What follows belongs to an exercise in optimizing a design on an open flow for small area and a short achievable clock period; a production flow would make more cautious choices.
Power and IR drop assume default switching activity.

==> job 5411 <==
// RF_ALU
module RF_ALU (input clk,
               input RegSet,
               input RegWrite,
               input [3:0] ALU_control,
               input [31:0] instr,
               input [31:0] Writedata,
               output reg [31:0] rd1,
               output reg [31:0] rd2,
               output [31:0] ALU_result,
               output Zero);
wire [4:0] rs1 = instr[19:15];
wire [4:0] rs2 = instr[24:20];
wire [4:0] rd  = instr[11:7];
reg        pend_v;
reg [3:0]  pend_lo;     
reg [7:0]  pend_hi;     
reg        pend_alu;
reg [4:0]  pend_rd;
reg [31:0] pend_wd;
reg [31:0] regs [1:31];
wire [31:0] wdata = pend_alu ? ALU_result : pend_wd;
wire [31:0] stale;         
assign stale[0] = 1'b0;
wire [32*32-1:0] rows;     
assign rows[31:0] = wdata;
genvar r, k;
generate
    for (r = 1; r < 32; r = r + 1) begin : row
        wire we, hold;
        g_and2 w (.a(pend_lo[r % 4]), .b(pend_hi[r / 4]), .y(we));
        g_inv h (.a(we), .y(hold));
        wire [31:0] d;
  ...
make LEC_CHECK=0 CAP_MARGIN=20 CORE_MARGIN=2 CORE_UTILIZATION=40 SETUP_SLACK_MARGIN=5 SLEW_MARGIN=20 SYNTH_HIERARCHICAL=1 finish   # period 9.0 ns
run.sh (not shown) runs the stock make flow with config.mk's settings and CLKGATE_MAP_FILE= SYNTH_SCRIPT=/design/flow/synth_recipe.tcl, a recipe that flattens the netlist after the stock synthesis.
==> inputs of job 4565, as changes to job 5411 <==
--- a/flow/design.v
+++ b/flow/design.v
@@ -10,12 +10,10 @@
                output Zero);
 wire [4:0] rs1 = instr[19:15];
 wire [4:0] rs2 = instr[24:20];
 wire [4:0] rd  = instr[11:7];
 reg        pend_v;
-reg [3:0]  pend_lo;     
-reg [7:0]  pend_hi;     
 reg        pend_alu;
 reg [4:0]  pend_rd;
 reg [31:0] pend_wd;
 reg [31:0] regs [1:31];
 wire [31:0] wdata = pend_alu ? ALU_result : pend_wd;
@@ -24,26 +22,31 @@
 wire [32*32-1:0] rows;     
 assign rows[31:0] = wdata;
 genvar r, k;
 generate
     for (r = 1; r < 32; r = r + 1) begin : row
-        wire we, hold;
-        g_and2 w (.a(pend_lo[r % 4]), .b(pend_hi[r / 4]), .y(we));
-        g_inv h (.a(we), .y(hold));
+        wire we   = pend_v && (pend_rd == r);
+        wire hold = !we;
         wire [31:0] d;
         assign stale[r] = we;
         assign rows[32*r +: 32] = regs[r];
         for (k = 0; k < 32; k = k + 1) begin : bt
             g_ao22 wc (.a1(regs[r][k]), .a2(hold), .b1(wdata[k]), .b2(we), .y(d[k]));
         end
         always @(posedge clk) regs[r] <= d;
     end
 endgenerate
-wire pend_nz = pend_v && (pend_rd != 5'd0);
-wire [31:0] sel1, sel2;
-rf_dec dec1 (.rs(rs1), .stale(stale), .pv(pend_nz), .prd(pend_rd), .sel(sel1));
-rf_dec dec2 (.rs(rs2), .stale(stale), .pv(pend_nz), .prd(pend_rd), .sel(sel2));
+function [31:0] selects(input [4:0] rs, input [31:0] stl, input pv, input [4:0] prd);
+    integer j;
+    begin
+        selects[0] = pv && (rs == prd) && (rs != 5'd0);
+        for (j = 1; j < 32; j = j + 1)
+            selects[j] = (rs == j) && !stl[j];
+    end
+endfunction
+wire [31:0] sel1 = selects(rs1, stale, pend_v, pend_rd);
+wire [31:0] sel2 = selects(rs2, stale, pend_v, pend_rd);
 wire [31:0] a, b;
 generate
     for (k = 0; k < 32; k = k + 1) begin : rdbit
         wire [31:0] col;
         for (r = 0; r < 32; r = r + 1) begin : c
@@ -538,11 +541,33 @@
 g_oai21 p4g27 (.a1(l4t_27), .a2(l4g_11), .b1(l4g_27), .y(l5g_27));
 g_oai21 p4g28 (.a1(l4t_28), .a2(l4g_12), .b1(l4g_28), .y(l5g_28));
 g_oai21 p4g29 (.a1(l4t_29), .a2(l4g_13), .b1(l4g_29), .y(l5g_29));
 g_oai21 p4g30 (.a1(l4t_30), .a2(l4g_14), .b1(l4g_30), .y(l5g_30));
 g_oai21 p4g31 (.a1(l4t_31), .a2(l4g_15), .b1(l4g_31), .y(l5g_31));
-assign Zero = (rd1 == rd2);
+reg [1:0] nzq;
+g_nor2 zr (.a(nzq[0]), .b(nzq[1]), .y(Zero));
+wire [31:0] ab_x;
+wire [15:0] ab_o1;
+wire [7:0] ab_o2;
+wire [3:0] ab_o3;
+wire ne_lo, ne_hi;
+generate
+    for (k = 0; k < 32; k = k + 1) begin : zx
+        g_xor2 x (.a(a[k]), .b(b[k]), .y(ab_x[k]));
+    end
+    for (k = 0; k < 16; k = k + 1) begin : z1
+        g_nor2 o (.a(ab_x[2*k]), .b(ab_x[2*k+1]), .y(ab_o1[k]));
+    end
+    for (k = 0; k < 8; k = k + 1) begin : z2
+        g_nand2 o (.a(ab_o1[2*k]), .b(ab_o1[2*k+1]), .y(ab_o2[k]));
+    end
+    for (k = 0; k < 4; k = k + 1) begin : z3
+        g_nor2 o (.a(ab_o2[2*k]), .b(ab_o2[2*k+1]), .y(ab_o3[k]));
+    end
+endgenerate
+g_nand2 z4l (.a(ab_o3[0]), .b(ab_o3[1]), .y(ne_lo));
+g_nand2 z4h (.a(ab_o3[2]), .b(ab_o3[3]), .y(ne_hi));
 assign ALU_result[0] = alu_p[0];
 g_xnor2 s1 (.a(alu_p[1]), .b(alu_g[0]), .y(ALU_result[1]));
 g_xor2 s2 (.a(alu_p[2]), .b(alu_g[1]), .y(ALU_result[2]));
 g_xnor2 s3 (.a(alu_p[3]), .b(alu_g[2]), .y(ALU_result[3]));
 g_xnor2 s4 (.a(alu_p[4]), .b(alu_g[3]), .y(ALU_result[4]));
@@ -574,10 +599,11 @@
 g_xor2 s30 (.a(alu_p[30]), .b(l5g_29), .y(ALU_result[30]));
 g_xor2 s31 (.a(alu_p[31]), .b(l5g_30), .y(ALU_result[31]));
 always @(posedge clk) begin
     rd1 <= a;
     rd2 <= b;
+    nzq <= {ne_hi, ne_lo};
     alu_p <= op_arith ? (a ^ b) : op_and ? (a & b) : op_or ? (a | b) : ALU_result;
     alu_g[0] <= g0n[0];
     alu_g[1] <= l1g_1;
     alu_g[2] <= l2g_2;
     alu_g[3] <= l2g_3;
@@ -636,59 +662,37 @@
     alu_t[28] <= l2t_28;
     alu_t[29] <= l2t_29;
     alu_t[30] <= l2t_30;
     alu_t[31] <= l2t_31;
     pend_v   <= (RegWrite || RegSet) && (rd != 5'd0);
-    pend_lo  <= ((RegWrite || RegSet) && (rd != 5'd0)) ? (4'd1 << rd[1:0]) : 4'd0;
-    pend_hi  <= 8'd1 << rd[4:2];
     pend_alu <= RegWrite;
     pend_rd  <= rd;
     pend_wd  <= Writedata;
 end
 endmodule
-module rf_dec (input [4:0] rs, input [31:0] stale, input pv, input [4:0] prd,
-               output [31:0] sel);
-wire [4:0] rn;
-wire [3:0] lo_n;
-wire [7:0] hi_n;
-wire [4:0] x;
-wire e0, e1;
+module rf_mux32 (input [31:0] sel, input [31:0] d, output q);
+wire [15:0] t;
+wire [7:0] u;
+wire [3:0] v;
+wire [1:0] w;
+wire qn;
 genvar j;
 generate
-    for (j = 0; j < 5; j = j + 1) begin : iv
-        g_inv i (.a(rs[j]), .y(rn[j]));
-        g_xnor2 c (.a(rs[j]), .b(prd[j]), .y(x[j]));
-    end
-    for (j = 0; j < 4; j = j + 1) begin : lo
-        g_nand2 n (.a(j & 1 ? rs[0] : rn[0]), .b(j & 2 ? rs[1] : rn[1]), .y(lo_n[j]));
-    end
-    for (j = 0; j < 8; j = j + 1) begin : hi
-        g_nand3 n (.a(j & 1 ? rs[2] : rn[2]), .b(j & 2 ? rs[3] : rn[3]),
-                   .c(j & 4 ? rs[4] : rn[4]), .y(hi_n[j]));
+    for (j = 0; j < 8; j = j + 1) begin : l1
+        rf_mux4 x (.sel(sel[4*j +: 4]), .d(d[4*j +: 4]), .y(u[j]));
     end
-    for (j = 1; j < 32; j = j + 1) begin : s
-        g_nor3 n (.a(lo_n[j % 4]), .b(hi_n[j / 4]), .c(stale[j]), .y(sel[j]));
+    for (j = 0; j < 4; j = j + 1) begin : l2
+        g_nor2 x (.a(u[2*j]), .b(u[2*j+1]), .y(v[j]));
     end
-endgenerate
-g_nand3 c0 (.a(x[0]), .b(x[1]), .c(x[2]), .y(e0));
-g_nand3 c1 (.a(x[3]), .b(x[4]), .c(pv), .y(e1));
-g_nor2 c2 (.a(e0), .b(e1), .y(sel[0]));
-endmodule
-module rf_mux32 (input [31:0] sel, input [31:0] d, output q);
-wire [3:0] u;
-wire [1:0] v;
-genvar j;
-generate
-    for (j = 0; j < 4; j = j + 1) begin : l1
-        rf_mux8 x (.sel(sel[8*j +: 8]), .d(d[8*j +: 8]), .y(u[j]));
+    for (j = 0; j < 2; j = j + 1) begin : l3
+        g_nand2 x (.a(v[2*j]), .b(v[2*j+1]), .y(w[j]));
     end
 endgenerate
-g_nor2 v0 (.a(u[0]), .b(u[1]), .y(v[0]));
-g_nor2 v1 (.a(u[2]), .b(u[3]), .y(v[1]));
-g_nand2 o (.a(v[0]), .b(v[1]), .y(q));
+g_nor2 o (.a(w[0]), .b(w[1]), .y(qn));
+g_inv i (.a(qn), .y(q));
 endmodule
-module rf_mux8 (input [7:0] sel, input [7:0] d, output y);
+module rf_mux4 (input [3:0] sel, input [3:0] d, output y);
 assign y = |(sel & d);
 endmodule
 module g_ao22 (input a1, input a2, input b1, input b2, output y);
 assign y = (a1 & a2) | (b1 & b2);
 endmodule
@@ -702,16 +706,10 @@
 assign y = ~(a & b & c & d);
 endmodule
 module g_nand3 (input a, input b, input c, output y);
 assign y = ~(a & b & c);
 endmodule
-module g_nor3 (input a, input b, input c, output y);
-assign y = ~(a | b | c);
-endmodule
-module g_and2 (input a, input b, output y);
-assign y = a & b;
-endmodule
 module g_nand2 (input a, input b, output y);
 assign y = ~(a & b);
 endmodule
 module g_nor2 (input a, input b, output y);
 assign y = ~(a | b);
==> flow/flow/run.sh (new file) <==
#!/bin/bash
# Own layout flow: the standard flow (standard.sh, standard synthesis
# unchanged) with two changes to how the layout is made:
#  - port buffers are sky130_fd_sc_hd__buf_2 (timing repair resizes them),
#  - timing repair may change a cell's footprint in every step.
set -euo pipefail
export SETUP_SLACK_MARGIN=5
export BUFFER_PORTS_ARGS="-buffer_cell sky130_fd_sc_hd__buf_2"
sed 's|"\${@:-finish}"|MATCH_CELL_FOOTPRINT=0 "${@:-finish}"|' standard.sh > standard_own.sh
grep -q 'MATCH_CELL_FOOTPRINT=0' standard_own.sh
bash standard_own.sh > standard_flow.log 2>&1
==> flow/standard.sh (new file) <==
#!/bin/bash
# synth_recipe.tcl (not shown) runs the flow's synth.tcl, then flattens the netlist and writes it again
# the make line also repeats each setting of config.mk as NAME=value (left out here)
make -C /OpenROAD-flow-scripts/flow DESIGN_CONFIG=/design/flow/config.mk WORK_HOME=/design/flow/orfs CLKGATE_MAP_FILE= SYNTH_SCRIPT=/design/flow/synth_recipe.tcl "${@:-finish}"
Settings changed: CTS_CLUSTER_DIAMETER from default to 80, CTS_CLUSTER_SIZE from default to 24, SETUP_SLACK_MARGIN 5 to default.
removed: flow/run.sh
==> inputs of job 6180, as changes to job 5411 <==
--- a/flow/design.v
+++ b/flow/design.v
@@ -10,12 +10,10 @@
                output Zero);
 wire [4:0] rs1 = instr[19:15];
 wire [4:0] rs2 = instr[24:20];
 wire [4:0] rd  = instr[11:7];
 reg        pend_v;
-reg [3:0]  pend_lo;     
-reg [7:0]  pend_hi;     
 reg        pend_alu;
 reg [4:0]  pend_rd;
 reg [31:0] pend_wd;
 reg [31:0] regs [1:31];
 wire [31:0] wdata = pend_alu ? ALU_result : pend_wd;
@@ -24,26 +22,31 @@
 wire [32*32-1:0] rows;     
 assign rows[31:0] = wdata;
 genvar r, k;
 generate
     for (r = 1; r < 32; r = r + 1) begin : row
-        wire we, hold;
-        g_and2 w (.a(pend_lo[r % 4]), .b(pend_hi[r / 4]), .y(we));
-        g_inv h (.a(we), .y(hold));
+        wire we   = pend_v && (pend_rd == r);
+        wire hold = !we;
         wire [31:0] d;
         assign stale[r] = we;
         assign rows[32*r +: 32] = regs[r];
         for (k = 0; k < 32; k = k + 1) begin : bt
             g_ao22 wc (.a1(regs[r][k]), .a2(hold), .b1(wdata[k]), .b2(we), .y(d[k]));
         end
         always @(posedge clk) regs[r] <= d;
     end
 endgenerate
-wire pend_nz = pend_v && (pend_rd != 5'd0);
-wire [31:0] sel1, sel2;
-rf_dec dec1 (.rs(rs1), .stale(stale), .pv(pend_nz), .prd(pend_rd), .sel(sel1));
-rf_dec dec2 (.rs(rs2), .stale(stale), .pv(pend_nz), .prd(pend_rd), .sel(sel2));
+function [31:0] selects(input [4:0] rs, input [31:0] stl, input pv, input [4:0] prd);
+    integer j;
+    begin
+        selects[0] = pv && (rs == prd) && (rs != 5'd0);
+        for (j = 1; j < 32; j = j + 1)
+            selects[j] = (rs == j) && !stl[j];
+    end
+endfunction
+wire [31:0] sel1 = selects(rs1, stale, pend_v, pend_rd);
+wire [31:0] sel2 = selects(rs2, stale, pend_v, pend_rd);
 wire [31:0] a, b;
 generate
     for (k = 0; k < 32; k = k + 1) begin : rdbit
         wire [31:0] col;
         for (r = 0; r < 32; r = r + 1) begin : c
@@ -538,11 +541,33 @@
 g_oai21 p4g27 (.a1(l4t_27), .a2(l4g_11), .b1(l4g_27), .y(l5g_27));
 g_oai21 p4g28 (.a1(l4t_28), .a2(l4g_12), .b1(l4g_28), .y(l5g_28));
 g_oai21 p4g29 (.a1(l4t_29), .a2(l4g_13), .b1(l4g_29), .y(l5g_29));
 g_oai21 p4g30 (.a1(l4t_30), .a2(l4g_14), .b1(l4g_30), .y(l5g_30));
 g_oai21 p4g31 (.a1(l4t_31), .a2(l4g_15), .b1(l4g_31), .y(l5g_31));
-assign Zero = (rd1 == rd2);
+reg [1:0] nzq;
+g_nor2 zr (.a(nzq[0]), .b(nzq[1]), .y(Zero));
+wire [31:0] ab_x;
+wire [15:0] ab_o1;
+wire [7:0] ab_o2;
+wire [3:0] ab_o3;
+wire ne_lo, ne_hi;
+generate
+    for (k = 0; k < 32; k = k + 1) begin : zx
+        g_xor2 x (.a(a[k]), .b(b[k]), .y(ab_x[k]));
+    end
+    for (k = 0; k < 16; k = k + 1) begin : z1
+        g_nor2 o (.a(ab_x[2*k]), .b(ab_x[2*k+1]), .y(ab_o1[k]));
+    end
+    for (k = 0; k < 8; k = k + 1) begin : z2
+        g_nand2 o (.a(ab_o1[2*k]), .b(ab_o1[2*k+1]), .y(ab_o2[k]));
+    end
+    for (k = 0; k < 4; k = k + 1) begin : z3
+        g_nor2 o (.a(ab_o2[2*k]), .b(ab_o2[2*k+1]), .y(ab_o3[k]));
+    end
+endgenerate
+g_nand2 z4l (.a(ab_o3[0]), .b(ab_o3[1]), .y(ne_lo));
+g_nand2 z4h (.a(ab_o3[2]), .b(ab_o3[3]), .y(ne_hi));
 assign ALU_result[0] = alu_p[0];
 g_xnor2 s1 (.a(alu_p[1]), .b(alu_g[0]), .y(ALU_result[1]));
 g_xor2 s2 (.a(alu_p[2]), .b(alu_g[1]), .y(ALU_result[2]));
 g_xnor2 s3 (.a(alu_p[3]), .b(alu_g[2]), .y(ALU_result[3]));
 g_xnor2 s4 (.a(alu_p[4]), .b(alu_g[3]), .y(ALU_result[4]));
@@ -574,10 +599,11 @@
 g_xor2 s30 (.a(alu_p[30]), .b(l5g_29), .y(ALU_result[30]));
 g_xor2 s31 (.a(alu_p[31]), .b(l5g_30), .y(ALU_result[31]));
 always @(posedge clk) begin
     rd1 <= a;
     rd2 <= b;
+    nzq <= {ne_hi, ne_lo};
     alu_p <= op_arith ? (a ^ b) : op_and ? (a & b) : op_or ? (a | b) : ALU_result;
     alu_g[0] <= g0n[0];
     alu_g[1] <= l1g_1;
     alu_g[2] <= l2g_2;
     alu_g[3] <= l2g_3;
@@ -636,45 +662,15 @@
     alu_t[28] <= l2t_28;
     alu_t[29] <= l2t_29;
     alu_t[30] <= l2t_30;
     alu_t[31] <= l2t_31;
     pend_v   <= (RegWrite || RegSet) && (rd != 5'd0);
-    pend_lo  <= ((RegWrite || RegSet) && (rd != 5'd0)) ? (4'd1 << rd[1:0]) : 4'd0;
-    pend_hi  <= 8'd1 << rd[4:2];
     pend_alu <= RegWrite;
     pend_rd  <= rd;
     pend_wd  <= Writedata;
 end
 endmodule
-module rf_dec (input [4:0] rs, input [31:0] stale, input pv, input [4:0] prd,
-               output [31:0] sel);
-wire [4:0] rn;
-wire [3:0] lo_n;
-wire [7:0] hi_n;
-wire [4:0] x;
-wire e0, e1;
-genvar j;
-generate
-    for (j = 0; j < 5; j = j + 1) begin : iv
-        g_inv i (.a(rs[j]), .y(rn[j]));
-        g_xnor2 c (.a(rs[j]), .b(prd[j]), .y(x[j]));
-    end
-    for (j = 0; j < 4; j = j + 1) begin : lo
-        g_nand2 n (.a(j & 1 ? rs[0] : rn[0]), .b(j & 2 ? rs[1] : rn[1]), .y(lo_n[j]));
-    end
-    for (j = 0; j < 8; j = j + 1) begin : hi
-        g_nand3 n (.a(j & 1 ? rs[2] : rn[2]), .b(j & 2 ? rs[3] : rn[3]),
-                   .c(j & 4 ? rs[4] : rn[4]), .y(hi_n[j]));
-    end
-    for (j = 1; j < 32; j = j + 1) begin : s
-        g_nor3 n (.a(lo_n[j % 4]), .b(hi_n[j / 4]), .c(stale[j]), .y(sel[j]));
-    end
-endgenerate
-g_nand3 c0 (.a(x[0]), .b(x[1]), .c(x[2]), .y(e0));
-g_nand3 c1 (.a(x[3]), .b(x[4]), .c(pv), .y(e1));
-g_nor2 c2 (.a(e0), .b(e1), .y(sel[0]));
-endmodule
 module rf_mux32 (input [31:0] sel, input [31:0] d, output q);
 wire [3:0] u;
 wire [1:0] v;
 genvar j;
 generate
@@ -702,16 +698,10 @@
 assign y = ~(a & b & c & d);
 endmodule
 module g_nand3 (input a, input b, input c, output y);
 assign y = ~(a & b & c);
 endmodule
-module g_nor3 (input a, input b, input c, output y);
-assign y = ~(a | b | c);
-endmodule
-module g_and2 (input a, input b, output y);
-assign y = a & b;
-endmodule
 module g_nand2 (input a, input b, output y);
 assign y = ~(a & b);
 endmodule
 module g_nor2 (input a, input b, output y);
 assign y = ~(a | b);
Settings changed: CTS_CLUSTER_DIAMETER from default to 80, CTS_CLUSTER_SIZE from default to 24.
==> key figures <==
Placement
  • Placement Cell Area: roughly 54000 um2

Critical path
  • RR Startpoint: alu_t[0]$_DFF_P_

Power and ir drop
  • PwrDens: between 200 and 300 nW/um2
  • Power in combinational cells: 4.32 mW

Clock network
  • CTS Sinks: 1197
  • Clock-pin slew on the worst setup and hold paths: ~60 ps

Floorplan
  • Die X: 353.5 um

STA
  • Final critical-path required period: 4181 ps
  • Fin crit share: between 40% and 50%

Drt
  • Drt first-iter violations: approximately 7.2k
  • Drt first pass iters: 8

Global route
  • Largest net degree at the start of global routing: 66

Final layout
  • Post-route insts no fill: between 6k and 7k
  • Non-clock buffers: 402

Run status
  • Status: no timing/DRC/antenna violations
The numbers above come from job 5411.

==> key figures <==
Global route
  • Largest net degree at the start of global routing: 73

STA
  • Final critical-path required period: roughly 4100 ps
  • Fin crit share: approximately 45%

Final layout
  • Non-clock buffers: 382

Clock network
  • CTS Sinks: 1187

Power and ir drop
  • PwrDens: 262.5 nW/um2
  • Power in combinational cells: 4.24 mW

Critical path
  • RR Startpoint: alu_t[0]$_DFF_P_

Drt
  • Drt first-iter violations: approximately 7.6k
  • Drt first pass iters: 6

Run status
  • Status: no timing/DRC/antenna violations

Placement
  • Placement Cell Area: around 54000 um2

Floorplan
  • Die X: about 350 um
The numbers above come from job 6180.

==> key figures <==
Run status
  • Status: no timing/DRC/antenna violations

Global route
  • Largest net degree at the start of global routing: 96

Placement
  • Placement Cell Area: ~55000 um2

Final layout
  • Non-clock buffers: about 350

Drt
  • Drt first pass iters: 9
  • Drt first-iter violations: about 7k

STA
  • Fin crit share: 45.40%
  • Final critical-path required period: roughly 4100 ps

Floorplan
  • Die X: 357.6 um

Power and ir drop
  • Power in combinational cells: slightly above 4 mW
  • PwrDens: between 200 and 300 nW/um2

Clock network
  • Clock-pin slew on the worst setup and hold paths: 100 ps
The numbers above come from job 4565.

No run of this note included a check of the RTL's function; only the layout flow was run.

==> static timing again, ports no longer ideal <==
How much do the figures lean on ideal ports? The routed layouts below were timed once more, with nothing changed but the port constraints.
Step 1 sets driving cells, clkbuf_16 on the clock port and buf_2 on the other inputs (assumed; they add their load-dependent delay and slew).
Step 2 adds t to the input delays and takes it off the output delays; t is the mean of the earliest and latest rising clock arrival at the registers after step 1. Input paths then give back, and output paths get back, about the clock's delay inside the block.
a / b / c = ideal / step 1 / step 2; a / b = the first two.
run | shift t [ns] | setup WS [ns] | clock arrival spread, ns | worst slew at a driven data input, ns
job 5411 | 0.857 | 4.819 / 4.793 / 4.001 | 0.036 / 0.035 | 0.08
job 4565 | 0.812 | 4.914 / 4.837 / 4.025 | 0.051 / 0.051 | 0.21
job 6180 | 0.793 | 4.909 / 4.831 / 4.038 | 0.066 / 0.066 | 0.19
After both steps every run listed still meets setup and hold. For job 4565, which loses most, drivers alone change the setup slack by -0.077 ns; drivers and shift together by -0.889 ns.
